Source: an optimization exercise on an open RTL-to-GDS flow (aim: small area and a short achievable clock period). Production flows keep margins and buffers that such runs may drop.
RTL that was checked went through simulation tests only; none was proved equivalent to the original.
Only the layout flow was run in run 1; the RTL was not checked for function there.
No activity file was given, so power comes from the tool's default toggle rates.

## flow/config.mk

```make
export PLATFORM = sky130hd
export DESIGN_NAME = rv32_core_lsu
export DESIGN_NICKNAME = rv32_core_lsu
export VERILOG_FILES = /design/flow/design.v
export SDC_FILE = /design/flow/constraint.sdc
export NUM_CORES = 4
export LEC_CHECK = 0
export CAP_MARGIN = 20
export CORE_MARGIN = 2
export CORE_UTILIZATION = 50
export SLEW_MARGIN = 20
export SYNTH_HIERARCHICAL = 1
```

## flow/standard.sh

```bash
#!/bin/bash
# synth_recipe.tcl (not shown) runs the flow's synth.tcl, then flattens the netlist and writes it again
# the make line also repeats each setting of config.mk as NAME=value (left out here)
make -C /OpenROAD-flow-scripts/flow DESIGN_CONFIG=/design/flow/config.mk WORK_HOME=/design/flow/orfs CLKGATE_MAP_FILE= SYNTH_SCRIPT=/design/flow/synth_recipe.tcl "${@:-finish}"
```

## flow/design.v

```verilog
package alu_opcodes_pkg;
localparam ALU_OP_WIDTH = 5;
localparam ALU_ADD  = 5'b00000;
localparam ALU_SUB  = 5'b01000;
localparam ALU_XOR  = 5'b00100;
localparam ALU_OR   = 5'b00110;
localparam ALU_AND  = 5'b00111;
localparam ALU_SRA  = 5'b01101;   
localparam ALU_SRL  = 5'b00101;   
localparam ALU_SLL  = 5'b00001;   
localparam ALU_LTS  = 5'b11100;   
localparam ALU_LTU  = 5'b11110;   
localparam ALU_GES  = 5'b11101;   
localparam ALU_GEU  = 5'b11111;   
localparam ALU_EQ   = 5'b11000;   
localparam ALU_NE   = 5'b11001;   
localparam ALU_SLTS = 5'b00010;   
localparam ALU_SLTU = 5'b00011;   
endpackage
package csr_pkg;
  localparam CSR_RW          = 3'b001;
  localparam CSR_RS          = 3'b010;
  localparam CSR_RC          = 3'b011;
  localparam CSR_RWI         = 3'b101;
  localparam CSR_RSI         = 3'b110;
  localparam CSR_RCI         = 3'b111;
  localparam MIE_ADDR        = 12'h304;
  localparam MTVEC_ADDR      = 12'h305;
  localparam MSCRATCH_ADDR   = 12'h340;
  localparam MEPC_ADDR       = 12'h341;
  localparam MCAUSE_ADDR     = 12'h342;
endpackage
package decoder_pkg;
  localparam LOAD_OPCODE     = 5'b00_000;
  localparam MISC_MEM_OPCODE = 5'b00_011;
  localparam OP_IMM_OPCODE   = 5'b00_100;
  localparam AUIPC_OPCODE    = 5'b00_101;
  localparam STORE_OPCODE    = 5'b01_000;
  localparam OP_OPCODE       = 5'b01_100;
  localparam LUI_OPCODE      = 5'b01_101;
  localparam BRANCH_OPCODE   = 5'b11_000;
  localparam JALR_OPCODE     = 5'b11_001;
  localparam JAL_OPCODE      = 5'b11_011;
  localparam SYSTEM_OPCODE   = 5'b11_100;
  localparam LDST_B          = 3'b000;
  localparam LDST_H          = 3'b001;
  localparam LDST_W          = 3'b010;
  localparam LDST_BU         = 3'b100;
  localparam LDST_HU         = 3'b101;
  localparam OP_A_RS1        = 2'b00;
  localparam OP_A_CURR_PC    = 2'b01;
  localparam OP_A_ZERO       = 2'b10;
  localparam OP_B_RS2        = 3'b000;
  localparam OP_B_IMM_I      = 3'b001;
  localparam OP_B_IMM_U      = 3'b010;
  localparam OP_B_IMM_S      = 3'b011;
  localparam OP_B_INCR       = 3'b100;
  localparam WB_EX_RESULT    = 2'd0;
  localparam WB_LSU_DATA     = 2'd1;
  localparam WB_CSR_DATA     = 2'd2;
endpackage
package memory_pkg;
  localparam INSTR_MEM_SIZE_BYTES = 512;
  localparam INSTR_MEM_SIZE_WORDS = INSTR_MEM_SIZE_BYTES / 4;
  localparam DATA_MEM_SIZE_BYTES  = 512;
  localparam DATA_MEM_SIZE_WORDS  = DATA_MEM_SIZE_BYTES / 4;
endpackage
module aoi222 (
  input  logic a1, a2, b1, b2, c1, c2,
  output logic y
);
  assign y = ~((a1 & a2) | (b1 & b2) | (c1 & c2));
endmodule
module aoi22 (
  input  logic a1, a2, b1, b2,
  output logic y
);
  assign y = ~((a1 & a2) | (b1 & b2));
endmodule
module mux2i (
  input  logic a, b, s,
  output logic y
);
  assign y = ~(s ? b : a);
endmodule
module mux2 (
  input  logic a, b, s,
  output logic y
);
  assign y = s ? b : a;
endmodule
module agu_adder (
  input  logic [31:0] a_i,
  input  logic [31:0] b_i,
  output logic [31:0] s_o
);
  localparam int W = 32;
  localparam int L = 5;
  logic [W-1:0] g [0:L];
  logic [W-1:0] p [0:L];
  logic [W-1:0] p0;
  assign p0   = a_i ^ b_i;
  assign g[0] = a_i & b_i;
  assign p[0] = p0;
  for (genvar k = 1; k <= L; k++) begin : g_lvl
    localparam int D = 1 << (k - 1);
    for (genvar j = 0; j < W; j++) begin : g_bit
      if (j < D) begin : g_pass
        assign g[k][j] = ~g[k-1][j];
        assign p[k][j] = 1'b0;
      end else if (j < 2 * D) begin : g_last
        if (k % 2 == 1) begin : g_a
          g_aoi u (.gh_i(g[k-1][j]), .ph_i(p[k-1][j]), .gl_i(g[k-1][j-D]), .g_o(g[k][j]));
        end else begin : g_o
          g_oai u (.gh_i(g[k-1][j]), .ph_i(p[k-1][j]), .gl_i(g[k-1][j-D]), .g_o(g[k][j]));
        end
        assign p[k][j] = 1'b0;
      end else if (k % 2 == 1) begin : g_aoi
        pg_aoi u (.gh_i(g[k-1][j]), .ph_i(p[k-1][j]), .gl_i(g[k-1][j-D]), .pl_i(p[k-1][j-D]),
                  .g_o(g[k][j]), .p_o(p[k][j]));
      end else begin : g_oai
        pg_oai u (.gh_i(g[k-1][j]), .ph_i(p[k-1][j]), .gl_i(g[k-1][j-D]), .pl_i(p[k-1][j-D]),
                  .g_o(g[k][j]), .p_o(p[k][j]));
      end
    end
  end
  assign s_o[0] = p0[0];
  for (genvar j = 1; j < W; j++) begin : g_sum
    assign s_o[j] = ~(p0[j] ^ g[L][j-1]);
  end
endmodule
module pg_aoi (
  input  logic gh_i, ph_i, gl_i, pl_i,
  output logic g_o, p_o
);
  assign g_o = ~(gh_i | (ph_i & gl_i));
  assign p_o = ~(ph_i & pl_i);
endmodule
module pg_oai (
  input  logic gh_i, ph_i, gl_i, pl_i,
  output logic g_o, p_o
);
  assign g_o = ~(gh_i & (ph_i | gl_i));
  assign p_o = ~(ph_i | pl_i);
endmodule
module g_aoi (
  input  logic gh_i, ph_i, gl_i,
  output logic g_o
);
  assign g_o = ~(gh_i | (ph_i & gl_i));
endmodule
module g_oai (
  input  logic gh_i, ph_i, gl_i,
  output logic g_o
);
  assign g_o = ~(gh_i & (ph_i | gl_i));
endmodule
module bk_adder #(
  parameter int W = 32
) (
  input  logic [W-1:0] a_i,
  input  logic [W-1:0] b_i,
  input  logic         c_i,
  output logic [W-1:0] s_o,
  output logic [W-1:0] p_o,      
  output logic [W-1:0] g_o,      
  output logic         c_o
);
  localparam int L = $clog2(W);
  logic [W-1:0] p0, g, p;
  always_comb begin
    p0 = a_i ^ b_i;
    g  = a_i & b_i;
    p  = p0;
    g[0] = g[0] | (p[0] & c_i);
    for (int d = 0; d < L; d++) begin
      for (int j = (2 << d) - 1; j < W; j += (2 << d)) begin
        g[j] = g[j] | (p[j] & g[j - (1 << d)]);
        p[j] = p[j] & p[j - (1 << d)];
      end
    end
    for (int d = L - 2; d >= 0; d--) begin
      for (int j = 3 * (1 << d) - 1; j < W; j += (2 << d)) begin
        g[j] = g[j] | (p[j] & g[j - (1 << d)]);
        p[j] = p[j] & p[j - (1 << d)];
      end
    end
  end
  assign s_o = p0 ^ {g[W-2:0], c_i};
  assign p_o = p0;
  assign g_o = a_i & b_i;
  assign c_o = g[W-1];
endmodule
module alu (
  input  logic [31:0] a_i,
  input  logic [31:0] b_i,
  input  logic [2:0]  f3_i,       
  input  logic        alt_i,      
  input  logic        sub_i,      
  output logic [31:0] result_o,
  output logic        taken_o     
);
  logic [31:0] bx, sum, p, g;
  logic        carry;
  assign bx = b_i ^ {32{sub_i}};
  bk_adder #(.W(32)) adder (
    .a_i (a_i),
    .b_i (bx),
    .c_i (sub_i),
    .s_o (sum),
    .p_o (p),
    .g_o (g),
    .c_o (carry)
  );
  logic ltu, lts, eq;
  assign ltu = !carry;
  assign lts = (a_i[31] ^ b_i[31]) ? a_i[31] : sum[31];
  assign eq  = (sum == 32'd0);
  assign taken_o = (f3_i[2] ? (f3_i[1] ? ltu : lts) : eq) ^ f3_i[0];
  logic        shl, fill;
  logic [31:0] x [0:5];
  logic [31:0] sh;
  assign shl  = !f3_i[2];
  assign fill = alt_i & !shl & a_i[31];
  for (genvar i = 0; i < 32; i++) begin : g_rev_in
    mux2i u (.a(a_i[i]), .b(a_i[31 - i]), .s(shl), .y(x[0][i]));
  end
  for (genvar k = 0; k < 5; k++) begin : g_lvl
    localparam int D = 1 << k;
    logic f;
    assign f = (k % 2 == 0) ? !fill : fill;
    for (genvar i = 0; i < 32; i++) begin : g_bit
      if (i + D < 32) begin : g_m
        mux2i u (.a(x[k][i]), .b(x[k][i + D]), .s(b_i[k]), .y(x[k+1][i]));
      end else begin : g_f
        mux2i u (.a(x[k][i]), .b(f), .s(b_i[k]), .y(x[k+1][i]));
      end
    end
  end
  for (genvar i = 0; i < 32; i++) begin : g_rev_out
    mux2 u (.a(x[5][i]), .b(x[5][31 - i]), .s(shl), .y(sh[i]));
  end
  logic s_sum, s_sh, s_p, s_g, s_slt, slt;
  assign s_sum = (f3_i == 3'd0);
  assign s_sh  = (f3_i[1:0] == 2'd1);
  assign s_p   = (f3_i == 3'd4) || (f3_i == 3'd6);
  assign s_g   = (f3_i == 3'd6) || (f3_i == 3'd7);
  assign s_slt = (f3_i[2:1] == 2'd1);
  assign slt   = f3_i[0] ? ltu : lts;
  for (genvar i = 0; i < 32; i++) begin : g_res
    logic n0, n1;
    aoi22 u0 (.a1(s_sum), .a2(sum[i]), .b1(s_sh), .b2(sh[i]), .y(n0));
    if (i == 0) begin : g_b0
      aoi222 u1 (.a1(s_p), .a2(p[i]), .b1(s_g), .b2(g[i]), .c1(s_slt), .c2(slt), .y(n1));
    end else begin : g_bn
      aoi22  u1 (.a1(s_p), .a2(p[i]), .b1(s_g), .b2(g[i]), .y(n1));
    end
    assign result_o[i] = ~(n0 & n1);
  end
endmodule
module register_file (
  input  logic        clk_i,
  input  logic        we_i,
  input  logic [4:0]  ra1_i,
  input  logic [4:0]  ra2_i,
  input  logic [4:0]  wa_i,
  input  logic [31:0] wd_i,
  output logic [31:0] rd1_o,
  output logic [31:0] rd2_o
);
  logic [31:0]  rf [1:31];
  logic [991:0] rows;
  always_ff @(posedge clk_i) begin
    for (int r = 1; r < 32; r++)
      if (we_i && wa_i == r[4:0]) rf[r] <= wd_i;
  end
  always_comb begin
    for (int r = 1; r < 32; r++) rows[32*(r-1) +: 32] = rf[r];
  end
  rf_read_port port1 (.addr_i(ra1_i), .rows_i(rows), .data_o(rd1_o));
  rf_read_port port2 (.addr_i(ra2_i), .rows_i(rows), .data_o(rd2_o));
endmodule
module rf_read_port (
  input  logic [4:0]   addr_i,
  input  logic [991:0] rows_i,
  output logic [31:0]  data_o
);
  logic [30:0] sel;
  always_comb begin
    for (int r = 1; r < 32; r++) sel[r-1] = (addr_i == r[4:0]);
  end
  for (genvar b = 0; b < 32; b++) begin : g_bit
    logic [30:0] col;
    for (genvar r = 0; r < 31; r++) begin : g_row
      assign col[r] = rows_i[32*r + b];
    end
    rf_read_bit u_bit (.sel_i(sel), .col_i(col), .data_o(data_o[b]));
  end
endmodule
module rf_read_bit (
  input  logic [30:0] sel_i,
  input  logic [30:0] col_i,
  output logic        data_o
);
  logic [10:0] n;
  for (genvar k = 0; k < 10; k++) begin : g_aoi
    aoi222 u_aoi (
      .a1(sel_i[3*k]),   .a2(col_i[3*k]),
      .b1(sel_i[3*k+1]), .b2(col_i[3*k+1]),
      .c1(sel_i[3*k+2]), .c2(col_i[3*k+2]),
      .y (n[k])
    );
  end
  assign n[10] = ~(sel_i[30] & col_i[30]);
  assign data_o = ~&n;
endmodule
module csr_controller (
  input  logic        clk_i,
  input  logic        rst_i,
  input  logic        trap_i,
  input  logic        illegal_i,    
  input  logic        we_i,         
  input  logic [2:0]  op_i,         
  input  logic [11:0] addr_i,
  input  logic [31:0] pc_i,
  input  logic [31:0] rs1_i,
  input  logic [4:0]  zimm_i,
  output logic [31:0] rdata_o,
  output logic        mie16_o,
  output logic [31:0] mtvec_o,
  output logic [31:0] mepc_o
);
  logic [31:0] mie, mtvec, mscratch, mepc, mcause;
  logic sel_mie, sel_mtvec, sel_mscratch, sel_mepc, sel_mcause;
  assign sel_mie      = (addr_i == 12'h304);
  assign sel_mtvec    = (addr_i == 12'h305);
  assign sel_mscratch = (addr_i == 12'h340);
  assign sel_mepc     = (addr_i == 12'h341);
  assign sel_mcause   = (addr_i == 12'h342);
  for (genvar b = 0; b < 32; b++) begin : g_rd
    logic n0, n1;
    aoi222 u0 (.a1(sel_mie), .a2(mie[b]), .b1(sel_mtvec), .b2(mtvec[b]),
               .c1(sel_mscratch), .c2(mscratch[b]), .y(n0));
    aoi22  u1 (.a1(sel_mepc), .a2(mepc[b]), .b1(sel_mcause), .b2(mcause[b]), .y(n1));
    assign rdata_o[b] = ~(n0 & n1);
  end
  logic [31:0] src, wdata;
  assign src = op_i[2] ? {27'd0, zimm_i} : rs1_i;
  always_comb begin
    case (op_i[1:0])
      2'd1:    wdata = src;
      2'd2:    wdata = src | rdata_o;
      default: wdata = ~src & rdata_o;
    endcase
  end
  logic keep, take_trap, take_wr;
  assign keep      = !rst_i;
  assign take_trap = trap_i && !rst_i;
  assign take_wr   = !trap_i && !rst_i;
  logic [31:0] wdata_r, mepc_d, mcause_d, trap_cause;
  assign wdata_r    = wdata & {32{keep}};
  assign trap_cause = illegal_i ? 32'h0000_0002 : 32'h8000_0010;
  assign mepc_d     = (pc_i & {32{take_trap}}) | (wdata & {32{take_wr}});
  assign mcause_d   = (trap_cause & {32{take_trap}}) | (wdata & {32{take_wr}});
  always_ff @(posedge clk_i) begin
    if (rst_i || (we_i && sel_mie))               mie      <= wdata_r;
    if (rst_i || (we_i && sel_mtvec))             mtvec    <= wdata_r;
    if (rst_i || (we_i && sel_mscratch))          mscratch <= wdata_r;
    if (rst_i || trap_i || (we_i && sel_mepc))    mepc     <= mepc_d;
    if (rst_i || trap_i || (we_i && sel_mcause))  mcause   <= mcause_d;
  end
  assign mie16_o = mie[16];
  assign mtvec_o = mtvec;
  assign mepc_o  = mepc;
endmodule
module lsu (
  input  logic [2:0]  size_i,      
  input  logic [1:0]  addr_i,      
  input  logic [31:0] wd_i,        
  input  logic [31:0] rd_i,        
  output logic [3:0]  be_o,
  output logic [31:0] wd_o,
  output logic [31:0] ld_o
);
  always_comb begin
    case (size_i[1:0])
      2'd0:    be_o = 4'b0001 << addr_i;
      2'd1:    be_o = addr_i[1] ? 4'b1100 : 4'b0011;
      default: be_o = 4'b1111;
    endcase
  end
  always_comb begin
    case (size_i[1:0])
      2'd0:    wd_o = {4{wd_i[7:0]}};
      2'd1:    wd_o = {2{wd_i[15:0]}};
      default: wd_o = wd_i;
    endcase
  end
  logic [7:0]  ld_byte;
  logic [15:0] ld_half;
  assign ld_byte = rd_i[8*addr_i +: 8];
  assign ld_half = addr_i[1] ? rd_i[31:16] : rd_i[15:0];
  always_comb begin
    case (size_i[1:0])
      2'd0:    ld_o = {{24{ld_byte[7] & !size_i[2]}}, ld_byte};
      2'd1:    ld_o = {{16{ld_half[15] & !size_i[2]}}, ld_half};
      default: ld_o = rd_i;
    endcase
  end
endmodule
module rv32_core_lsu (
  input  logic        clk_i,
  input  logic        rst_i,
  input  logic [31:0] instr_i,
  output logic [31:0] instr_addr_o,
  output logic        mem_req_o,
  output logic        mem_we_o,
  output logic [ 3:0] mem_be_o,
  output logic [31:0] mem_addr_o,
  output logic [31:0] mem_wd_o,
  input  logic [31:0] mem_rd_i,
  input  logic        mem_ready_i,
  input  logic        irq_req_i,
  output logic        irq_ret_o
);
  logic [31:0] pc;
  logic        exc_h, irq_h;    
  logic        lsu_busy;        
  logic [31:0] ins;
  assign ins = instr_i;
  logic [4:0] opc;
  logic [2:0] f3;
  logic [6:0] f7;
  assign opc = ins[6:2];
  assign f3  = ins[14:12];
  assign f7  = ins[31:25];
  logic q;
  assign q = (ins[1:0] == 2'b11);
  logic op_load, op_misc, op_imm, op_auipc, op_store, op_op, op_lui, op_br, op_jalr, op_jal, op_sys;
  assign op_load  = q && opc == 5'b00000;
  assign op_misc  = q && opc == 5'b00011;
  assign op_imm   = q && opc == 5'b00100;
  assign op_auipc = q && opc == 5'b00101;
  assign op_store = q && opc == 5'b01000;
  assign op_op    = q && opc == 5'b01100;
  assign op_lui   = q && opc == 5'b01101;
  assign op_br    = q && opc == 5'b11000;
  assign op_jalr  = q && opc == 5'b11001;
  assign op_jal   = q && opc == 5'b11011;
  assign op_sys   = q && opc == 5'b11100;
  logic f7_zero, f7_alt;
  assign f7_zero = (f7 == 7'h00);
  assign f7_alt  = (f7 == 7'h20);
  logic ld_ok, st_ok, br_ok, op_ok, imm_ok, csr_ok, is_mret;
  assign ld_ok   = !(f3 == 3'd3 || f3 == 3'd6 || f3 == 3'd7);
  assign st_ok   = (f3 == 3'd0 || f3 == 3'd1 || f3 == 3'd2);
  assign br_ok   = !(f3 == 3'd2 || f3 == 3'd3);
  assign op_ok   = f7_zero || (f7_alt && (f3 == 3'd0 || f3 == 3'd5));
  assign imm_ok  = (f3 == 3'd1) ? f7_zero : (f3 == 3'd5) ? (f7_zero || f7_alt) : 1'b1;
  assign csr_ok  = !(f3 == 3'd0 || f3 == 3'd4);
  assign is_mret = (ins == 32'h3020_0073);
  logic is_load, is_store, is_alu, is_alui, is_branch, is_jalr, is_csr;
  assign is_load   = op_load  && ld_ok;
  assign is_store  = op_store && st_ok;
  assign is_alu    = op_op    && op_ok;
  assign is_alui   = op_imm   && imm_ok;
  assign is_branch = op_br    && br_ok;
  assign is_jalr   = op_jalr  && f3 == 3'd0;
  assign is_csr    = op_sys   && csr_ok;
  logic legal, illegal;
  assign legal = is_load || is_store || is_alu || is_alui || is_branch || is_jalr || is_csr ||
                 op_jal || op_lui || op_auipc || (op_misc && f3 == 3'd0) || is_mret;
  assign illegal = !legal;
  logic gpr_we;
  assign gpr_we = is_load || is_alu || is_alui || is_jalr || is_csr || op_jal || op_lui || op_auipc;
  logic mie16, irq, trap;
  assign irq  = irq_req_i && mie16 && legal && !exc_h && !irq_h;
  assign trap = irq || illegal;
  assign irq_ret_o = is_mret && !exc_h;
  always_ff @(posedge clk_i) begin
    if (rst_i) begin
      exc_h <= 1'b0;
      irq_h <= 1'b0;
    end else begin
      exc_h <= !is_mret && (illegal || exc_h);
      irq_h <= !irq_ret_o && (irq || irq_h);
    end
  end
  logic [31:0] imm_i, imm_s, imm_b, imm_j, imm_u;
  assign imm_i = {{20{ins[31]}}, ins[31:20]};
  assign imm_s = {{20{ins[31]}}, ins[31:25], ins[11:7]};
  assign imm_b = {{19{ins[31]}}, ins[31], ins[7], ins[30:25], ins[11:8], 1'b0};
  assign imm_j = {{11{ins[31]}}, ins[31], ins[19:12], ins[20], ins[30:21], 1'b0};
  assign imm_u = {ins[31:12], 12'h000};
  logic [31:0] rd1, rd2, wd;
  logic        stall;
  register_file rf (
    .clk_i (clk_i),
    .we_i  (gpr_we && !trap && !stall),
    .ra1_i (ins[19:15]),
    .ra2_i (ins[24:20]),
    .wa_i  (ins[11:7]),
    .wd_i  (wd),
    .rd1_o (rd1),
    .rd2_o (rd2)
  );
  logic [31:0] agu;
  agu_adder agu_add (
    .a_i (rd1),
    .b_i (op_store ? imm_s : imm_i),
    .s_o (agu)
  );
  logic [31:0] alu_res;
  logic        taken;
  alu alu_i (
    .a_i      (rd1),
    .b_i      ((op_op || op_br) ? rd2 : imm_i),
    .f3_i     (f3),
    .alt_i    (f7[5]),
    .sub_i    (op_br || f3 == 3'd2 || f3 == 3'd3 || (op_op && f7[5] && f3 == 3'd0)),
    .result_o (alu_res),
    .taken_o  (taken)
  );
  logic [31:0] csr_rdata, mtvec, mepc;
  csr_controller csr (
    .clk_i     (clk_i),
    .rst_i     (rst_i),
    .trap_i    (trap),
    .illegal_i (illegal),
    .we_i      (is_csr),
    .op_i      (f3),
    .addr_i    (ins[31:20]),
    .pc_i      (pc),
    .rs1_i     (rd1),
    .zimm_i    (ins[19:15]),
    .rdata_o   (csr_rdata),
    .mie16_o   (mie16),
    .mtvec_o   (mtvec),
    .mepc_o    (mepc)
  );
  logic [31:0] pc_inc, pc_tgt, pc_next;
  assign pc_inc = pc + 32'd4;
  bk_adder #(.W(32)) tgt_adder (
    .a_i (pc),
    .b_i (op_br ? imm_b : op_jal ? imm_j : imm_u),
    .c_i (1'b0),
    .s_o (pc_tgt),
    .p_o (),
    .g_o (),
    .c_o ()
  );
  logic s_mepc, s_mtvec, s_jalr, s_tgt, s_inc;
  assign s_mepc  = !rst_i && is_mret;
  assign s_mtvec = !rst_i && !is_mret && trap;
  assign s_jalr  = !rst_i && !trap && is_jalr;
  assign s_tgt   = !rst_i && !trap && (op_jal || (is_branch && taken));
  assign s_inc   = !rst_i && !is_mret && !trap && !is_jalr && !op_jal && !(is_branch && taken);
  for (genvar i = 0; i < 32; i++) begin : g_pc
    logic n0, n1;
    aoi222 u0 (.a1(s_mepc), .a2(mepc[i]), .b1(s_mtvec), .b2(mtvec[i]),
               .c1(s_jalr), .c2(i == 0 ? 1'b0 : agu[i]), .y(n0));
    aoi22  u1 (.a1(s_tgt), .a2(pc_tgt[i]), .b1(s_inc), .b2(pc_inc[i]), .y(n1));
    assign pc_next[i] = ~(n0 & n1);
  end
  always_ff @(posedge clk_i) begin
    if (rst_i || !stall) pc <= pc_next;
  end
  assign instr_addr_o = pc;
  logic [31:0] ld_data;
  assign mem_req_o  = (is_load || is_store) && !trap;
  assign mem_we_o   = is_store && !trap;
  assign mem_addr_o = agu;
  assign stall      = mem_req_o && !(lsu_busy && mem_ready_i);
  always_ff @(posedge clk_i) begin
    if (rst_i) lsu_busy <= 1'b0;
    else       lsu_busy <= stall;
  end
  lsu lsu_i (
    .size_i (f3),
    .addr_i (agu[1:0]),
    .wd_i   (rd2),
    .rd_i   (mem_rd_i),
    .be_o   (mem_be_o),
    .wd_o   (mem_wd_o),
    .ld_o   (ld_data)
  );
  logic s_ld, s_csr, s_lui, s_auipc, s_link, s_alu;
  assign s_ld    = op_load;
  assign s_csr   = op_sys;
  assign s_lui   = op_lui;
  assign s_auipc = op_auipc;
  assign s_link  = op_jal || op_jalr;
  assign s_alu   = op_op || op_imm;
  for (genvar i = 0; i < 32; i++) begin : g_wb
    logic n0, n1;
    aoi222 u0 (.a1(s_ld), .a2(ld_data[i]), .b1(s_csr), .b2(csr_rdata[i]),
               .c1(s_lui), .c2(imm_u[i]), .y(n0));
    aoi222 u1 (.a1(s_auipc), .a2(pc_tgt[i]), .b1(s_link), .b2(pc_inc[i]),
               .c1(s_alu), .c2(alu_res[i]), .y(n1));
    assign wd[i] = ~(n0 & n1);
  end
endmodule
```

## flow/flow/run.sh

```bash
#!/bin/bash
# Standard ORFS layout (the standard.sh, unchanged synthesis), with:
#  - small port buffers (every port still gets one);
#  - power/area recovery on paths that keep their slack.
set -euo pipefail
bash standard.sh synth > synth.log 2>&1
bash standard.sh SETUP_SLACK_MARGIN=11.5 TNS_END_PERCENT=20 RECOVER_POWER=100 \
  "BUFFER_PORTS_ARGS=-buffer_cell sky130_fd_sc_hd__buf_2" finish > layout.log 2>&1
```

## flow/constraint.sdc

```tcl
create_clock -name core_clock -period 25.0 [get_ports {clk_i}]
set_input_delay 5.0000 -clock core_clock [delete_from_list [all_inputs] [get_ports {clk_i}]]
set_output_delay 5.0000 -clock core_clock [all_outputs]
set_load 0.01 [all_outputs]
```

==> results of run 1 <==
## power breakdown
group | total, µW | switching, µW | internal (µW)
combinational | 973 | 652 | 322
clock | 1870 | 813 | 1050
sequential | 2210 | 19.1 | 2190
total | 5050 | 1480 | 3570
## registers in the layout (all words and copies together), names as in the netlist
| name | count |
|---|---|
| csr.mcause | 32 |
| csr.mepc | 32 |
| csr.mie | 32 |
| csr.mscratch | 32 |
| csr.mtvec | 32 |
| exc_h | 1 |
| irq_h | 1 |
| lsu_busy | 1 |
| pc | 32 |
| rf.rf | 992 |
## final cells by class
| cell class | instances | area (µm²) | area share [%] |
|---|---|---|---|
| Sequential cell | 1187 | 35600 | 50.2 |
| Timing Repair Buffer | 464 | 3250 | 4.58 |
| Clock inverter | 81 | 917 | 1.29 |
| Tap cell | 1612 | 2020 | 2.84 |
| Multi-Input combinational cell | 2933 | 25700 | 36.3 |
| Clock buffer | 145 | 3140 | 4.42 |
| Inverter | 69 | 260 | 0.367 |
| Antenna cell | 10 | 25.0 | 0.0353 |
## metrics by stage
| stage | area, µm² | util, % | hold WS [ns] | cells |
|---|---|---|---|---|
| finish | 71000 | 59.1 | 0.577 | 6501 |
| global route | 70900 | 59.0 | 0.590 | 6491 |
| CTS | 71600 | 59.6 | 0.572 | 6471 |
| detailed placement | 65300 | 54.4 | 0.564 | 6154 |
| global placement | 65300 | 54.4 | 0.547 | 6154 |
| floorplan | 60700 | - | 0.454 | 4280 |
## worst register-to-register path, cell delays in order (launching register included)
cell,delay (ns)
edfxtp_1,0.40
a222oi_1,0.36
nand4_1,0.27
a2111o_1,0.65
mux2_1,1.07
xor2_1,0.42
fa_1,0.59
a211oi_1,0.33
o21ai_0,0.23
o2111ai_1,0.46
o41ai_4,0.13
clkbuf_1,0.27
clkbuf_4,0.23
a21oi_1,0.26
inv_1,0.10
fa_1,0.38
xor2_1,0.17
nor4_1,0.46
nand4_1,0.29
or4_1,0.53
o22ai_1,0.35
xor2_1,0.16
a21oi_1,0.31
nand3b_1,0.12
nor4_1,0.24
clkbuf_1,1.78
a22oi_1,0.28
nand2_1,0.14
## per-layer routing
metal / wire (µm) / share of wire (%)
met3: 48700 / 18
met5: 209 / 0.076
met4: 15500 / 5.6
met1: 100000 / 37
met2: 109000 / 40
## worst paths after layout
check | endpoint | cells past startpoint | slack (ns) | start
setup reg to reg | pc[17] | 27 | 13.82 | rf.rf[1][1]
setup / recovery | pc[17] | 31 | 5.81 | instr_i[20]
hold / removal | pc[9] | 2 | 0.58 | csr.mtvec[9]
hold reg to reg | pc[9] | 2 | 0.58 | csr.mtvec[9]
## timing repair
item	CTS	global route
gates cloned	4	1
buffers inserted	87	16
setup endpoints to repair	83	83
pin swaps	148	22
gates resized for setup	295	27
hold buffers	0	0
==> out/qor.yml, run 1 <==
crit_arrival_ns: 19.79
endpoint_kind: "register"
crit_family: "buffers and inverters"
drt_iter0_markers: 13700
drt_wl_total_um: 274000
fin_crit_ns: 19.19
cts_buffer_depth: 3
avgSynthCellArea_um2: 14.2
initial_utilization_pct: 50.5
timing.critical_path.buf_inv: 6
routed-via-count: 51100
use_met1_pct: 59.0
cellLeakagePower_uw: 0.0253
htree_num_levels: 3
startpoint_type: "input port"
gp_congestion: 1.02
dp_slack_ns: 9.94
fmax_mhz: 52.1
drive_gt1_share_pct: 21.0
fill_cells: 9651
syn_area_um2: 60600
final_common_cell: "edfxtp_1"
maxCapViolCount: 80
die_h_um: 352
path_clk_slew_ns: 0.06
fin_ws_ns: 5.81
slew_viol_final: 2548
dp_hpwl_um: 176000
critPathMaxStageDelay_ns: 1.88
antenna_found_initial: 35
num_rows: 127
wl_per_cell_um: 42.1
core-area_um2: 120000
hold_viol: 0
cts_buffers: 121
crit_top_cell: "clkbuf_1"
grt_usage_pct: 42.2
status: "failed layout checks"
use_met2_pct: 57.7
via_per_inst: 7.86
failed_checks: "capacitance limit, slew limit"
cp_max_fo: 33
nNetsFinal: 4975
crit_required_ns: 25.59
setup_tns_ns: 0
grt_busiest_layer: "met1"
cts_tree: "yes"
grt_max_degree: 98
dieArea_um2: 124000
grt_use_met3_pct: 17.3
area_growth_pct: 17.0
numPortBuffers: 170
fin_skew_ns: 0.0658
clk_latency_ns: 0.79
die_x_um: 352
drt-pass1-iter-count: 14
crit_type: "in -> reg"
final_cell_mix: "edfxtp_1 (1184), a222oi_1 (769), nand2_1 (333)"
period_share_pct: 76.8
crit_slowest_cell: "clkbuf_1"
grt_overflow_total: 0
grt_pass1_wl_um: 371000
ios: 171
relSlewSlack_pct: -169
clk_root_buffer_cell: "clkbuf_16"
hold_path_class: "reg -> reg"
grt_pass1_vias: 46500
p_per_area_nw_per_um2: 71.2
netlist_instances: 4266
tightest_slew_ns: 4.03
power_uw: 5050
final_antenna_net_count: 0
vdd_drop_max_v: 0.0000763
setup_viol_count_final: 0
cts.sinks: 1187
rsz0062_at_grt: "true"
synth_warnings: 20
drc: 0
==> run 2: changes to the inputs <==
--- a/flow/design.v
+++ b/flow/design.v
@@ -91,2 +91,20 @@
 endmodule
+module nand2 (
+  input  logic a, b,
+  output logic y
+);
+  assign y = ~(a & b);
+endmodule
+module nand3 (
+  input  logic a, b, c,
+  output logic y
+);
+  assign y = ~(a & b & c);
+endmodule
+module nor2 (
+  input  logic a, b,
+  output logic y
+);
+  assign y = ~(a | b);
+endmodule
 module agu_adder (
@@ -168,3 +186,3 @@
 );
-  localparam int L = $clog2(W);
+  localparam int L = (W > 16) ? 5 : (W > 8) ? 4 : (W > 4) ? 3 : (W > 2) ? 2 : 1;
   logic [W-1:0] p0, g, p;
@@ -199,4 +217,4 @@
   input  logic        sub_i,      
-  output logic [31:0] result_o,
-  output logic        taken_o     
+  output logic [31:0] sum_o,      
+  output logic [31:0] result_o
 );
@@ -214,7 +232,6 @@
   );
-  logic ltu, lts, eq;
+  logic ltu, lts;
   assign ltu = !carry;
   assign lts = (a_i[31] ^ b_i[31]) ? a_i[31] : sum[31];
-  assign eq  = (sum == 32'd0);
-  assign taken_o = (f3_i[2] ? (f3_i[1] ? ltu : lts) : eq) ^ f3_i[0];
+  assign sum_o = sum;
   logic        shl, fill;
@@ -313,4 +330,12 @@
   end
-  assign n[10] = ~(sel_i[30] & col_i[30]);
-  assign data_o = ~&n;
+  nand2 u_t30 (.a(sel_i[30]), .b(col_i[30]), .y(n[10]));
+  logic [3:0] x;
+  logic [1:0] z;
+  nand3 u_x0 (.a(n[0]), .b(n[1]), .c(n[2]), .y(x[0]));
+  nand3 u_x1 (.a(n[3]), .b(n[4]), .c(n[5]), .y(x[1]));
+  nand3 u_x2 (.a(n[6]), .b(n[7]), .c(n[8]), .y(x[2]));
+  nand2 u_x3 (.a(n[9]), .b(n[10]), .y(x[3]));
+  nor2  u_z0 (.a(x[0]), .b(x[1]), .y(z[0]));
+  nor2  u_z1 (.a(x[2]), .b(x[3]), .y(z[1]));
+  nand2 u_d  (.a(z[0]), .b(z[1]), .y(data_o));
 endmodule
@@ -410,2 +435,14 @@
 endmodule
+module branch_cmp (
+  input  logic [31:0] a_i,
+  input  logic [31:0] b_i,
+  input  logic [2:0]  f3_i,
+  output logic        taken_o
+);
+  logic sgn, eq, lt;
+  assign sgn = !f3_i[1];
+  assign eq  = (a_i == b_i);
+  assign lt  = {a_i[31] ^ sgn, a_i[30:0]} < {b_i[31] ^ sgn, b_i[30:0]};
+  assign taken_o = (f3_i[2] ? lt : eq) ^ f3_i[0];
+endmodule
 module rv32_core_lsu (
@@ -512,12 +549,22 @@
   );
-  logic [31:0] alu_res;
-  logic        taken;
+  logic [31:0] alu_res, alu_sum, alu_a, alu_b, imm_x;
+  logic        use_pc, taken;
+  assign use_pc = op_br || op_jal || op_auipc;
+  assign alu_a  = use_pc ? pc : rd1;
+  assign imm_x  = op_br ? imm_b : op_jal ? imm_j : op_auipc ? imm_u : imm_i;
+  assign alu_b  = op_op ? rd2 : imm_x;
   alu alu_i (
-    .a_i      (rd1),
-    .b_i      ((op_op || op_br) ? rd2 : imm_i),
+    .a_i      (alu_a),
+    .b_i      (alu_b),
     .f3_i     (f3),
     .alt_i    (f7[5]),
-    .sub_i    (op_br || f3 == 3'd2 || f3 == 3'd3 || (op_op && f7[5] && f3 == 3'd0)),
-    .result_o (alu_res),
-    .taken_o  (taken)
+    .sub_i    ((op_op || op_imm) && (f3 == 3'd2 || f3 == 3'd3 || (op_op && f7[5] && f3 == 3'd0))),
+    .sum_o    (alu_sum),
+    .result_o (alu_res)
+  );
+  branch_cmp cmp (
+    .a_i     (rd1),
+    .b_i     (rd2),
+    .f3_i    (f3),
+    .taken_o (taken)
   );
@@ -542,11 +589,3 @@
   assign pc_inc = pc + 32'd4;
-  bk_adder #(.W(32)) tgt_adder (
-    .a_i (pc),
-    .b_i (op_br ? imm_b : op_jal ? imm_j : imm_u),
-    .c_i (1'b0),
-    .s_o (pc_tgt),
-    .p_o (),
-    .g_o (),
-    .c_o ()
-  );
+  assign pc_tgt = alu_sum;
   logic s_mepc, s_mtvec, s_jalr, s_tgt, s_inc;
==> flow/flow/run.sh (replaced) <==
#!/bin/bash
# Standard ORFS layout (the standard.sh, unchanged synthesis), with:
#  - small port buffers (every port still gets one);
#  - smaller clock buffers in larger clusters.
set -euo pipefail
bash standard.sh synth > synth.log 2>&1
bash standard.sh SETUP_SLACK_MARGIN=12 TNS_END_PERCENT=20 \
  "BUFFER_PORTS_ARGS=-buffer_cell sky130_fd_sc_hd__buf_2" \
  CTS_CLUSTER_SIZE=22 CTS_CLUSTER_DIAMETER=50 CTS_BUF_LIST=sky130_fd_sc_hd__clkbuf_8 \
  finish > layout.log 2>&1
==> run 2 against run 1 <==
- now clean on timing, DRC and antenna
- area after synthesis up 0.36%
- final cell count rose by 4.0%
- register-to-register slack better by 3.4 ns
- critical path depth shrank 13
- global-route usage up 0.19 points
- count of clock-buffer cells in the layout is 33 lower
- die area increased by 0.36%
- via count is 0.36% higher
- worst setup slack gained 5.6 ns
- worst hold slack got worse by 0.11 ns
- combinational power up 9%
- largest power group unchanged
==> out/qor.yml, run 2 <==
numPortBuffers: 170
relSlewSlack_pct: 20.0
tightest_slew_ns: 1.20
p_comb_share_pct: 22.9
grt_overflow_total: 0
drt-pass1-iter-count: 17
syn_area_um2: 60900
grt_usage_pct: 42.4
fin_ws_ns: 11.42
clk_root_buffer_cell: "clkbuf_8"
period_share_pct: 54.3
intPower_uw: 3110
ios: 171
vdd_drop_max_v: 0.0000607
cts_hold_buf: 0
via_per_inst: 7.59
crit_slowest_cell: "a222oi_1"
cts_tree: "yes"
cts.sinks: 1187
yosysUniqueCellTypes: 92
synth_top_area_share_pct: 58.4
dieArea_um2: 125000
cp_max_fo: 8
final_antenna_net_count: 0
nNetsFinal: 5216
antenna_found_initial: 23
dp_hpwl_um: 173000
final_common_cell: "edfxtp_1"
routed-via-count: 51300
rsz0062_at_grt: "true"
drive_gt1_share_pct: 29.3
area_growth_pct: 19.0
synth-async-reset-ratio_pct: 0
startpoint_type: "input port"
initial_utilization_pct: 50.2
p_seq_share_pct: 47.7
crit_required_ns: 20.00
crit_arrival_ns: 8.58
path_cells: "buf_12, buf_8, nand3b_1, buf_4, nor2_4, buf_16, a222oi_1, nand3_2, nor2_4, nand2_4, ha_4, a21oi_4, o21ai_4, a21oi_4, o21ai_2, a21oi_2, xnor3_2, buf_6"
drc: 0
slew_viol_final: 0
post-synth-top-count-cell: "edfxtp_1"
cts_buffer_depth: 3
crit_family: "compound AO/OA/AOI/OAI gates"
cellLeakagePower_uw: 0.0262
switching_share_pct: 32.8
crit_type: "in -> out"
dp_slack_ns: 9.72
endpoint_kind: "output pin"
fin_crit_ns: 13.58
timing.critical_path.buf_inv: 5
gp_congestion: 1.02
reg2reg_from: "rf.rf[4][0]"
path_clk_slew_ns: 0.11
setup_viol_count_final: 0
ys_ff_latch: 1187
synth_edf_count: 1184
grt_max_degree: 68
netlist_instances: 4532
drt_wl_total_um: 274000
hold_path_class: "reg -> reg"
top_register: "rf.rf"
fill_cells: 9748
cts_buffers: 110
num_rows: 128
p_clk_share_pct: 29.4
synth_seq_area_share_pct: 58.5
die_x_um: 353
synth_top_cell_by_area: "edfxtp_1"
fmax_mhz: 73.6
crit_start: "instr_i[15]"
grt_pass1_vias: 47800
p_sw_uw: 1520
critPathMaxStageDelay_ns: 0.50
maxCapViolCount: 0
die_h_um: 353
synth_warnings: 20
status: "complete, no violations"
grt_pass1_wl_um: 372000
avgSynthCellArea_um2: 13.4
ys.flop_type: "edfxtp_1"
wl_per_cell_um: 40.6
clk_latency_ns: 0.92
drt_iter0_markers: 12400
largest_reg_flops: 992
htree_num_levels: 3
worst_hold_startpoint: "irq_h"
p_per_area_nw_per_um2: 63.9
synth_top_cells_by_count: "edfxtp_1 (1184), a222oi_1 (769), nand2_1 (495), nor2_1 (397), nand3_1 (222)"
final_cell_mix: "edfxtp_1 (1184), a222oi_1 (769), nand2_1 (400)"
fin_skew_ns: 0.0586
setup_tns_ns: 0
hold_viol: 0
core-area_um2: 121000
ys_top_cells_by_area: "edfxtp_1 (58%), a222oi_1 (13%), mux2i_1 (3.5%), nand2_1 (3.1%), a22oi_2 (2.6%)"
-- run 2: power by group through the flow --
stage,registers (µW),logic [µW],clock network (µW)
2_1_floorplan,2250,501,0
3_3_place_gp,2250,835,0
3_5_place_dp,2250,835,0
4_1_cts,2210,990,1370
5_1_grt,2210,1080,1440
6_report,2210,1060,1360
-- run 2: worst min-delay path: cells and delay by family, from the launching register on --
family,cells,cell delay [ns]
DFF,1,0.34
buffers and inverters,1,0.05
AOI/OAI and AO/OA,1,0.05
-- run 2: final timing paths --
kind                    endpoint  slack (ns)  cells past startpoint
setup / recovery  mem_addr_o[31]       11.42                     18
hold / removal             irq_h        0.47                      2
setup reg to reg    rf.rf[22][0]       17.25                     26
hold reg to reg            irq_h        0.47                      2
-- run 2: per-layer routing --
metal	share of wire, %	wire length, µm	global-route usage, %	vias to the layer above
li1	-	-	-	20600
met3	15	41300	14.4	839
met2	42	115000	61.2	4436
met5	0.038	103	0	-
met4	8.7	23800	30.2	16
met1	34	94100	53.6	25500
-- run 2: logic make-up after synthesis --
family | count (synthesis) | synth area share, %
flops | 1187 | 58.5
other cells | 1 | 0.00616
mux | 295 | 5.25
simple gates | 1358 | 10.2
xor+xnor | 108 | 1.58
compound gates | 1286 | 20.4
buf+inv | 180 | 1.40
fa+ha+maj | 117 | 2.61
-- run 2: timing repair --
item | 4_1_cts | 5_1_grt
gates resized for setup | 572 | 85
pin swaps | 267 | 96
endpoints found under the setup margin | 98 | 208
buffers inserted | 104 | 25
gates cloned | 14 | 2
-- run 2: Yosys stat by module, one instance, submodules excluded, excerpt --
module,flip-flops and latches,cells
register_file,992,1041
csr_controller,160,544
alu,0,80
rf_read_port,0,46
mux2,0,1
aoi22,0,1
pg_aoi,0,2
pg_oai,0,2
aoi222,0,1
g_oai,0,1
nor2,0,1
-- run 2: layout make-up --
type | instances | area, µm² | area share (%)
Antenna cell | 10 | 25.0 | 0.0345
Clock buffer | 112 | 1540 | 2.13
Clock inverter | 96 | 1100 | 1.52
Inverter | 79 | 298 | 0.411
Multi-Input combinational cell | 3181 | 27900 | 38.5
Sequential cell | 1187 | 35600 | 49.2
Tap cell | 1625 | 2030 | 2.81
Timing Repair Buffer | 473 | 3940 | 5.44
-- run 2: through the flow --
step           hold slack, ns  power (µW)  area, µm²  utilization [%]  std cells
2_1_floorplan           0.434        2750      61000                -       4544
3_3_place_gp            0.441        3090      65300             53.8       6398
3_5_place_dp            0.452        3090      65300             53.9       6400
4_1_cts                 0.467        4570      71800             59.2       6726
5_1_grt                 0.497        4730      72400             59.7       6756
6_report                0.471        4630      72500             59.8       6763
==> run 3: changes to the inputs <==
--- a/flow/design.v
+++ b/flow/design.v
@@ -109,4 +109,12 @@
 endmodule
+module aoi21 (
+  input  logic a1, a2, b1,
+  output logic y
+);
+  assign y = ~((a1 & a2) | b1);
+endmodule
 module agu_adder (
   input  logic [31:0] a_i,
+  input  logic [31:0] az0_i,
+  input  logic [31:0] az1_i,
   input  logic [31:0] b_i,
@@ -119,5 +127,7 @@
   logic [W-1:0] p0;
-  assign p0   = a_i ^ b_i;
-  assign g[0] = a_i & b_i;
-  assign p[0] = p0;
+  assign p0 = a_i ^ b_i;
+  for (genvar j = 0; j < W; j++) begin : g_pg0
+    aoi21 u_g (.a1(az0_i[j]), .a2(az1_i[j]), .b1(~b_i[j]), .y(g[0][j]));
+    nand3 u_t (.a(az0_i[j]), .b(az1_i[j]), .c(~b_i[j]), .y(p[0][j]));
+  end
   for (genvar k = 1; k <= L; k++) begin : g_lvl
@@ -218,3 +228,6 @@
   output logic [31:0] sum_o,      
-  output logic [31:0] result_o
+  output logic [31:0] shr_o,      
+  output logic [31:0] p_o,        
+  output logic [31:0] g_o,        
+  output logic        slt_o       
 );
@@ -238,3 +251,2 @@
   logic [31:0] x [0:5];
-  logic [31:0] sh;
   assign shl  = !f3_i[2];
@@ -256,22 +268,6 @@
   end
-  for (genvar i = 0; i < 32; i++) begin : g_rev_out
-    mux2 u (.a(x[5][i]), .b(x[5][31 - i]), .s(shl), .y(sh[i]));
-  end
-  logic s_sum, s_sh, s_p, s_g, s_slt, slt;
-  assign s_sum = (f3_i == 3'd0);
-  assign s_sh  = (f3_i[1:0] == 2'd1);
-  assign s_p   = (f3_i == 3'd4) || (f3_i == 3'd6);
-  assign s_g   = (f3_i == 3'd6) || (f3_i == 3'd7);
-  assign s_slt = (f3_i[2:1] == 2'd1);
-  assign slt   = f3_i[0] ? ltu : lts;
-  for (genvar i = 0; i < 32; i++) begin : g_res
-    logic n0, n1;
-    aoi22 u0 (.a1(s_sum), .a2(sum[i]), .b1(s_sh), .b2(sh[i]), .y(n0));
-    if (i == 0) begin : g_b0
-      aoi222 u1 (.a1(s_p), .a2(p[i]), .b1(s_g), .b2(g[i]), .c1(s_slt), .c2(slt), .y(n1));
-    end else begin : g_bn
-      aoi22  u1 (.a1(s_p), .a2(p[i]), .b1(s_g), .b2(g[i]), .y(n1));
-    end
-    assign result_o[i] = ~(n0 & n1);
-  end
+  assign shr_o = x[5];
+  assign p_o   = p;
+  assign g_o   = g;
+  assign slt_o = f3_i[0] ? ltu : lts;
 endmodule
@@ -285,3 +281,5 @@
   output logic [31:0] rd1_o,
-  output logic [31:0] rd2_o
+  output logic [31:0] rd2_o,
+  output logic [31:0] rd1_z0_o,    
+  output logic [31:0] rd1_z1_o
 );
@@ -296,4 +294,4 @@
   end
-  rf_read_port port1 (.addr_i(ra1_i), .rows_i(rows), .data_o(rd1_o));
-  rf_read_port port2 (.addr_i(ra2_i), .rows_i(rows), .data_o(rd2_o));
+  rf_read_port port1 (.addr_i(ra1_i), .rows_i(rows), .data_o(rd1_o), .z0_o(rd1_z0_o), .z1_o(rd1_z1_o));
+  rf_read_port port2 (.addr_i(ra2_i), .rows_i(rows), .data_o(rd2_o), .z0_o(), .z1_o());
 endmodule
@@ -302,3 +300,5 @@
   input  logic [991:0] rows_i,
-  output logic [31:0]  data_o
+  output logic [31:0]  data_o,
+  output logic [31:0]  z0_o,
+  output logic [31:0]  z1_o
 );
@@ -313,3 +313,3 @@
     end
-    rf_read_bit u_bit (.sel_i(sel), .col_i(col), .data_o(data_o[b]));
+    rf_read_bit u_bit (.sel_i(sel), .col_i(col), .data_o(data_o[b]), .z0_o(z0_o[b]), .z1_o(z1_o[b]));
   end
@@ -319,3 +319,5 @@
   input  logic [30:0] col_i,
-  output logic        data_o
+  output logic        data_o,
+  output logic        z0_o,       
+  output logic        z1_o
 );
@@ -340,2 +342,4 @@
   nand2 u_d  (.a(z[0]), .b(z[1]), .y(data_o));
+  assign z0_o = z[0];
+  assign z1_o = z[1];
 endmodule
@@ -531,3 +535,3 @@
   assign imm_u = {ins[31:12], 12'h000};
-  logic [31:0] rd1, rd2, wd;
+  logic [31:0] rd1, rd2, wd, rd1_z0, rd1_z1;
   logic        stall;
@@ -541,3 +545,5 @@
     .rd1_o (rd1),
-    .rd2_o (rd2)
+    .rd2_o (rd2),
+    .rd1_z0_o (rd1_z0),
+    .rd1_z1_o (rd1_z1)
   );
@@ -546,2 +552,4 @@
     .a_i (rd1),
+    .az0_i (rd1_z0),
+    .az1_i (rd1_z1),
     .b_i (op_store ? imm_s : imm_i),
@@ -549,3 +557,4 @@
   );
-  logic [31:0] alu_res, alu_sum, alu_a, alu_b, imm_x;
+  logic [31:0] alu_sum, alu_shr, alu_p, alu_g, alu_a, alu_b, imm_x;
+  logic        alu_slt;
   logic        use_pc, taken;
@@ -562,3 +571,6 @@
     .sum_o    (alu_sum),
-    .result_o (alu_res)
+    .shr_o    (alu_shr),
+    .p_o      (alu_p),
+    .g_o      (alu_g),
+    .slt_o    (alu_slt)
   );
@@ -625,16 +637,30 @@
   );
-  logic s_ld, s_csr, s_lui, s_auipc, s_link, s_alu;
-  assign s_ld    = op_load;
-  assign s_csr   = op_sys;
-  assign s_lui   = op_lui;
-  assign s_auipc = op_auipc;
-  assign s_link  = op_jal || op_jalr;
-  assign s_alu   = op_op || op_imm;
+  logic s_ld, s_csr, s_lui, s_sum, s_link, s_shr, s_shl, s_p, s_g, s_slt, s_alu;
+  assign s_alu  = op_op || op_imm;
+  assign s_ld   = op_load;
+  assign s_csr  = op_sys;
+  assign s_lui  = op_lui;
+  assign s_sum  = op_auipc || (s_alu && f3 == 3'd0);
+  assign s_link = op_jal || op_jalr;
+  assign s_shr  = s_alu && f3 == 3'd5;
+  assign s_shl  = s_alu && f3 == 3'd1;
+  assign s_p    = s_alu && (f3 == 3'd4 || f3 == 3'd6);
+  assign s_g    = s_alu && (f3 == 3'd6 || f3 == 3'd7);
+  assign s_slt  = s_alu && (f3 == 3'd2 || f3 == 3'd3);
   for (genvar i = 0; i < 32; i++) begin : g_wb
-    logic n0, n1;
+    logic n0, n1, n2;
     aoi222 u0 (.a1(s_ld), .a2(ld_data[i]), .b1(s_csr), .b2(csr_rdata[i]),
-               .c1(s_lui), .c2(imm_u[i]), .y(n0));
-    aoi222 u1 (.a1(s_auipc), .a2(pc_tgt[i]), .b1(s_link), .b2(pc_inc[i]),
-               .c1(s_alu), .c2(alu_res[i]), .y(n1));
-    assign wd[i] = ~(n0 & n1);
+               .c1(s_sum), .c2(alu_sum[i]), .y(n0));
+    aoi222 u1 (.a1(s_link), .a2(pc_inc[i]), .b1(s_shr), .b2(alu_shr[i]),
+               .c1(s_shl), .c2(alu_shr[31 - i]), .y(n1));
+    if (i == 0) begin : g_b0
+      aoi222 u2 (.a1(s_p), .a2(alu_p[i]), .b1(s_g), .b2(alu_g[i]),
+                 .c1(s_slt), .c2(alu_slt), .y(n2));
+    end else if (i < 12) begin : g_lo
+      aoi22  u2 (.a1(s_p), .a2(alu_p[i]), .b1(s_g), .b2(alu_g[i]), .y(n2));
+    end else begin : g_hi
+      aoi222 u2 (.a1(s_p), .a2(alu_p[i]), .b1(s_g), .b2(alu_g[i]),
+                 .c1(s_lui), .c2(imm_u[i]), .y(n2));
+    end
+    nand3 u3 (.a(n0), .b(n1), .c(n2), .y(wd[i]));
   end
--- a/flow/flow/run.sh
+++ b/flow/flow/run.sh
@@ -4,5 +4,6 @@
 #  - smaller clock buffers in larger clusters.
+# Each step's full log is in synth.log / layout.log here and in orfs/logs/.
 set -euo pipefail
 bash standard.sh synth > synth.log 2>&1
-bash standard.sh SETUP_SLACK_MARGIN=12 TNS_END_PERCENT=20 \
+bash standard.sh SETUP_SLACK_MARGIN=11.75 TNS_END_PERCENT=20 \
   "BUFFER_PORTS_ARGS=-buffer_cell sky130_fd_sc_hd__buf_2" \
--- a/flow/config.mk
+++ b/flow/config.mk
@@ -7,6 +7,6 @@
 export LEC_CHECK = 0
-export CAP_MARGIN = 20
+export CAP_MARGIN = 10
 export CORE_MARGIN = 2
-export CORE_UTILIZATION = 50
-export SLEW_MARGIN = 20
+export CORE_UTILIZATION = 54
+export SLEW_MARGIN = 10
 export SYNTH_HIERARCHICAL = 1
==> run 3 against run 2 <==
- power fell by 3.7%
- critical path type unchanged
- final area is 2.9% lower
- synthesized cell count fell by 0.40%
- largest cell class unchanged
- global-route usage grew 2.5 points
- core utilization up 3.7 points
- worst hold slack improved by 0.0065 ns
- final cell count shrank 3.3%
- non-clock buffer count down 50
- fmax increased by 0.14%
- count of clock-buffer cells in the layout is 7 lower
- sequential power is essentially flat
- worst setup slack improved by 0.019 ns
==> out/qor.yml, run 3 <==
drt-pass1-iter-count: 14
drc: 0
grt_max_degree: 83
htree_num_levels: 3
intPower_uw: 3020
initial_utilization_pct: 54.6
gp_congestion: 1.05
cts_buffers: 105
final_cell_mix: "edfxtp_1 (1184), a222oi_1 (789), nand2_1 (435)"
top_register: "rf.rf"
syn_area_um2: 60500
fmax_mhz: 73.7
multi_input_area_um2: 26100
grt_overflow_total: 0
synth-async-reset-ratio_pct: 0
nNetsFinal: 5104
clk_root_buffer_cell: "clkbuf_8"
synth_warnings: 20
seq_area_um2: 35600
wl_per_cell_um: 41.4
crit_required_ns: 20.00
largest_reg_flops: 992
dieArea_um2: 115000
p_seq_share_pct: 49.5
cts_buffer_depth: 3
fin_skew_ns: 0.100
num_rows: 122
relSlewSlack_pct: 11.6
via_per_inst: 7.90
die_h_um: 339
drt_iter0_markers: 13700
rsz0062_at_grt: "true"
clk_latency_ns: 0.90
numPortBuffers: 170
switching_share_pct: 32.3
status: "complete, no violations"
hold_path_class: "reg -> reg"
fin_crit_ns: 13.56
grt_pass1_wl_um: 363000
crit_type: "in -> out"
setup_viol_count_final: 0
vdd_drop_max_v: 0.0000681
hold_viol: 0
crit_arrival_ns: 8.56
synth_top_cells_by_count: "edfxtp_1 (1184), a222oi_1 (789), nand2_1 (445), nor2_1 (396), nand3_1 (288)"
endpoint_kind: "output pin"
area_growth_pct: 16.3
dp.cells: 6240
fin_cells: 6537
die_x_um: 339
power_uw: 4460
core-area_um2: 111000
cts.sinks: 1187
ys.flop_type: "edfxtp_1"
final_common_cell: "edfxtp_1"
cts_hold_buf: 0
antenna_found_initial: 15
synth_edf_count: 1184
synth_top_cell_by_area: "edfxtp_1"
avgSynthCellArea_um2: 13.4
ys_ff_latch: 1187
final_antenna_net_count: 0
post-synth-top-count-cell: "edfxtp_1"
setup_tns_ns: 0
netlist_instances: 4514
fill_cells: 8537
ios: 171
dp_hpwl_um: 169000
place_area_um2: 64700
synth_top_area_share_pct: 58.8
drive_gt1_share_pct: 25.1
p_per_area_nw_per_um2: 63.4
grt_usage_pct: 44.9
cellLeakagePower_uw: 0.0256
p_sw_uw: 1440
startpoint_type: "input port"
yosysUniqueCellTypes: 96
p_clk_share_pct: 29.9
cts_tree: "yes"
routed-via-count: 51700
slew_viol_final: 0
maxCapViolCount: 0
p_comb_share_pct: 20.6
cp_max_fo: 32
tightest_slew_ns: 1.32
period_share_pct: 54.3
fin_area_um2: 70300
ys_top_cells_by_area: "edfxtp_1 (59%), a222oi_1 (13%), mux2i_1 (3.5%), nand2_1 (2.8%), nor2_1 (2.5%)"
synth_seq_area_share_pct: 58.9
path_clk_slew_ns: 0.07
grt_pass1_vias: 46600
drt_wl_total_um: 271000
[run 3: kinds of logic after synthesis]
kind of cell / Yosys count / synth area share, %
simple gates: 1379 / 10.7
compound gates: 1285 / 20.2
flops: 1187 / 58.9
mux: 256 / 4.36
buf+inv: 211 / 1.57
xor+xnor: 110 / 2.32
fa+ha+maj: 85 / 1.97
other cells: 1 / 0.00620
[run 3: worst paths after layout]
check                    start      endpoint  slack [ns]  cells after the start
setup / recovery   instr_i[21]  mem_wd_o[19]       11.44                     11
hold / removal           irq_h         irq_h        0.48                      2
setup reg to reg  rf.rf[16][0]  rf.rf[6][29]       16.98                     22
hold reg to reg          irq_h         irq_h        0.48                      2
[run 3: metrics by stage]
step / hold slack [ns] / utilization, % / worst slack [ns]
finish: 0.478 / 63.5 / 11.44
global route: 0.487 / 63.4 / 11.52
CTS: 0.477 / 62.9 / 11.66
detailed placement: 0.467 / 58.4 / 10.27
global placement: 0.448 / 58.4 / 10.33
floorplan: 0.425 / - / 11.70
[run 3: critical path, cell delays in order]
cell and delay (ns):
buf_2 0.10, buf_4 0.24, or3b_4 0.44, nor2_2 0.07
buf_4 0.29, a222oi_1 0.57, nand3_1 0.36, nor2_2 0.53
nand2_1 0.38, mux2_2 0.39, buf_2 0.14
[run 3: repair_timing]
| item | in CTS | in global routing |
|---|---|---|
| cloned | 12 | 12 |
| endpoints found under the setup margin | 63 | 55 |
| buffers inserted | 53 | 16 |
| resized for setup | 372 | 65 |
| pin swaps | 151 | 73 |
[run 3: final cells by class]
type,instances,area share [%]
diodes,4,0.0142
multi-input cells,3123,37.1
clock inverters,95,1.60
inverters,112,0.598
well taps,1488,2.65
flip-flops and latches,1187,50.6
clock buffers,105,2.06
repair buffers,423,5.30
[run 3: power groups by stage]
| stage | Combinational (µW) | Clock [µW] | Sequential, µW |
|---|---|---|---|
| after floorplan | 457 | 0 | 2250 |
| after global placement | 794 | 0 | 2250 |
| after detailed placement | 794 | 0 | 2250 |
| after CTS | 860 | 1330 | 2210 |
| after global routing | 936 | 1410 | 2210 |
| final | 921 | 1330 | 2210 |
[run 3: modules after synthesis (local to each module, per instance), a selection]
module	times used	area, µm²
mux2i	192	10.0
branch_cmp	1	833
aoi22	75	12.5
nand3	254	5.00
nand2	192	3.75
g_oai	10	5.00
agu_adder	1	867
g_aoi	20	8.76
rf_read_port	2	218
csr_controller	1	7160
lsu	1	1260
nor2	128	3.75
[run 3: routing by layer]
metal,global-route usage (%),share of wire (%),up-vias,wire length (µm)
li1,-,-,20400,-
met1,59.2,34,25300,92700
met2,63.8,41,5079,112000
met3,16.4,17,845,45600
met4,26.0,7.3,14,19900
met5,1.42,0.13,-,355
==> run 4: changes to the inputs <==
--- a/flow/flow/run.sh
+++ b/flow/flow/run.sh
@@ -7,5 +7,5 @@
 bash standard.sh synth > synth.log 2>&1
-bash standard.sh SETUP_SLACK_MARGIN=11.75 TNS_END_PERCENT=20 \
+bash standard.sh SETUP_SLACK_MARGIN=11.75 TNS_END_PERCENT=5 \
   "BUFFER_PORTS_ARGS=-buffer_cell sky130_fd_sc_hd__buf_2" \
-  CTS_CLUSTER_SIZE=22 CTS_CLUSTER_DIAMETER=50 CTS_BUF_LIST=sky130_fd_sc_hd__clkbuf_8 \
+  CTS_CLUSTER_SIZE=16 CTS_CLUSTER_DIAMETER=40 CTS_BUF_LIST=sky130_fd_sc_hd__clkbuf_8 \
   finish > layout.log 2>&1
==> run 4 against run 3 <==
- combinational power is 3.6% lower
- die area unchanged
- worst hold slack better by 0.0025 ns
- final cell count is 0.31% higher
- non-clock buffer count shrank 37
- sequential power barely moved
- register-to-register slack improved by 0.31 ns
- sequential cell count unchanged
- worst setup slack worse by 0.26 ns
- via count shrank 1.5%
- area after synthesis did not move
- clock skew fell by 0.046 ns
==> out/qor.yml, run 4 <==
relSlewSlack_pct: 15.7
ios: 171
cts_hold_buf: 0
grt_usage_pct: 44.6
cp_max_fo: 32
grt_max_degree: 83
slew_viol_final: 0
fin_crit_ns: 13.82
netlist_instances: 4514
drc: 0
ys_top_cells_by_area: "edfxtp_1 (59%), a222oi_1 (13%), mux2i_1 (3.5%), nand2_1 (2.8%), nor2_1 (2.5%)"
post-synth-top-count-cell: "edfxtp_1"
largest_reg_flops: 992
critPathMaxStageDelay_ns: 0.67
path_cells: "buf_2, or2_2, nor2_2, buf_4, a222oi_1, nand3_1, nor2_1, nand2_1, mux2i_1, o21ai_0, buf_2"
crit_required_ns: 20.00
area_growth_pct: 15.1
p_per_area_nw_per_um2: 67.0
muxShareOfSynthArea_pct: 4.36
power_uw: 4660
fin_skew_ns: 0.0542
endpoint_kind: "output pin"
synth_seq_area_share_pct: 58.9
cts_buffer_depth: 3
drt_wl_total_um: 265000
synth-async-reset-ratio_pct: 0
antenna_found_initial: 23
grt_overflow_total: 0
cts.sinks: 1187
yosysUniqueCellTypes: 96
synth_fa_ha_area_share_pct: 1.97
core-area_um2: 111000
drt_iter0_markers: 12800
synth_top_area_share_pct: 58.8
clk_latency_ns: 0.93
crit_type: "in -> out"
routed-via-count: 50900
clk_root_buffer_cell: "clkbuf_8"
grt_pass1_vias: 46400
numPortBuffers: 170
via_per_inst: 7.76
startpoint_type: "input port"
num_rows: 122
synth_warnings: 20
cts_buffers: 140
rsz0062_at_grt: "true"
crit_top_cell: "buf_2"
setup_tns_ns: 0
ys_ff_latch: 1187
grt_pass1_wl_um: 360000
final_antenna_net_count: 0
hold_path_class: "reg -> reg"
wl_per_cell_um: 40.4
initial_utilization_pct: 54.6
maxCapViolCount: 0
avgSynthCellArea_um2: 13.4
status: "complete, no violations"
synth_xor_area_share_pct: 2.32
setup_viol_count_final: 0
ys.flop_type: "edfxtp_1"
dieArea_um2: 115000
crit_arrival_ns: 8.82
final_common_cell: "edfxtp_1"
drt-pass1-iter-count: 14
cellLeakagePower_uw: 0.0255
nNetsFinal: 5097
htree_num_levels: 4
yosys.area_share.simple_pct: 10.7
die_h_um: 339
hold_viol: 0
dp_hpwl_um: 169000
synth_top_cell_by_area: "edfxtp_1"
top_register: "rf.rf"
crit_slowest_cell: "nor2_1"
gp_congestion: 1.05
synth_top_cells_by_count: "edfxtp_1 (1184), a222oi_1 (789), nand2_1 (445), nor2_1 (396), nand3_1 (288)"
vdd_drop_max_v: 0.0000612
syn_area_um2: 60500
die_x_um: 339
cts_tree: "yes"
synth_edf_count: 1184
drive_gt1_share_pct: 24.0
synth_top_family_by_area: "compound AO/OA/AOI/OAI gates"
final_cell_mix: "edfxtp_1 (1184), a222oi_1 (789), nand2_1 (439)"
synth_compound_area_share_pct: 20.2
tightest_slew_ns: 1.26
period_share_pct: 55.3
path_clk_slew_ns: 0.07
fmax_mhz: 72.4
run 4: final timing paths:
path / start / endpoint / slack [ns] / cells after the start
hold reg to reg: irq_h / irq_h / 0.48 / 2
setup / recovery: instr_i[24] / mem_wd_o[25] / 11.18 / 11
hold / removal: irq_h / irq_h / 0.48 / 2
setup reg to reg: rf.rf[16][0] / rf.rf[11][29] / 17.29 / 22
run 4: final cells by class:
cell class	instances	area (µm²)
Fill cell	8598	41200
Sequential cell	1187	35600
Multi-Input combinational cell	3118	25600
Timing Repair Buffer	386	2900
Clock buffer	145	2000
Tap cell	1488	1860
Clock inverter	112	1220
Inverter	112	420
Antenna cell	9	22.5
run 4: what timing repair did:
| action | 4_1_cts | 5_1_grt |
|---|---|---|
| setup endpoints to repair | 63 | 59 |
| pin swaps | 78 | 43 |
| gates cloned | 3 | 1 |
| buffers inserted | 30 | 17 |
| gates resized for setup | 233 | 46 |
run 4: power by group:
| part | internal, µW | switching, µW | leakage (µW) | total (µW) |
|---|---|---|---|---|
| clock network | 749 | 816 | 0.00167 | 1570 |
| logic | 273 | 615 | 0.0121 | 888 |
| registers | 2190 | 17.5 | 0.0117 | 2210 |
run 4: logic make-up (layout without fill, tap and decap cells):
family / count (synthesis) / count (layout)
buf+inv: 211 / 755
simple gates: 1379 / 1381
flops: 1187 / 1187
mux: 256 / 256
xor+xnor: 110 / 110
compound gates: 1285 / 1285
fa+ha+maj: 85 / 85
other cells: 1 / 10
run 4: layer usage:
metal	part of all wire, %	vias to the layer above	global-route usage [%]
li1	-	20400	-
met1	34	25000	58.0
met2	42	4748	64.1
met3	17	747	16.9
met4	6.9	8	25.2
met5	0.021	-	0
run 4: metrics by stage:
stage | hold slack (ns) | setup WS, ns | std cells | utilization [%] | cell area, µm²
3_3_place_gp | 0.448 | 10.33 | 6240 | 58.4 | 64700
6_report | 0.480 | 11.18 | 6557 | 62.8 | 69600
2_1_floorplan | 0.425 | 11.70 | 4514 | - | 60500
4_1_cts | 0.477 | 11.58 | 6530 | 62.5 | 69200
5_1_grt | 0.488 | 11.45 | 6550 | 62.8 | 69600
3_5_place_dp | 0.467 | 10.27 | 6240 | 58.4 | 64700
run 4: critical path: cells and delay by family:
kind,cells,cell delay [ns]
mux,1,0.24
buf+inv,3,0.97
compound gates,2,0.63
simple gates,5,1.93
run 4: Yosys stat by module, one instance, submodules excluded, excerpt:
module,cell area [µm²],times used,cells inside
register_file,30000,1,1041
csr_controller,7160,1,544
rv32_core_lsu,3230,1,397
agu_adder,867,1,71
branch_cmp,833,1,114
alu,374,1,43
rf_read_port,218,2,46
pg_oai,12.5,42,2
pg_aoi,12.5,52,2
aoi22,12.5,75,1
aoi222,10.0,789,1
mux2i,10.0,192,1
aoi21,8.76,31,1
g_oai,5.00,10,1
nor2,3.75,128,1
nand2,3.75,192,1

## separate check: timing with driven ports
In the flow no input, the clock included, has a driving cell. The finished layouts below were timed again as built, in two steps.
Step 1 (the two cells are an assumption about what drives the block):
set clk [get_ports {clk_i}]
set_driving_cell -lib_cell sky130_fd_sc_hd__clkbuf_16 $clk
set_driving_cell -lib_cell sky130_fd_sc_hd__buf_2 [delete_from_list [all_inputs] $clk]
Step 2 moves the port delays by t, midway between the first and last clock arrival at a register: inputs arrive t later, outputs are due t later. That takes back most of the time a late clock gives input paths.
Slacks: ideal ports / drivers / drivers and shift; pairs: ideal ports / drivers.
| run | t, ns | setup WS [ns] | worst register clock-pin slew, ns |
|---|---|---|---|
| run 1 | 0.839 | 5.805 / 5.851 / 5.012 | 0.08 / 0.08 |
| run 2 | 0.962 | 11.417 / 11.299 / 11.299 | 0.12 / 0.12 |
| run 3 | 0.924 | 11.437 / 11.325 / 11.125 | 0.12 / 0.12 |
| run 4 | 0.977 | 11.182 / 11.154 / 11.154 | 0.10 / 0.10 |
The setup slack of run 1, which loses most, moves by +0.046 ns with the drivers and by -0.793 ns with both steps.
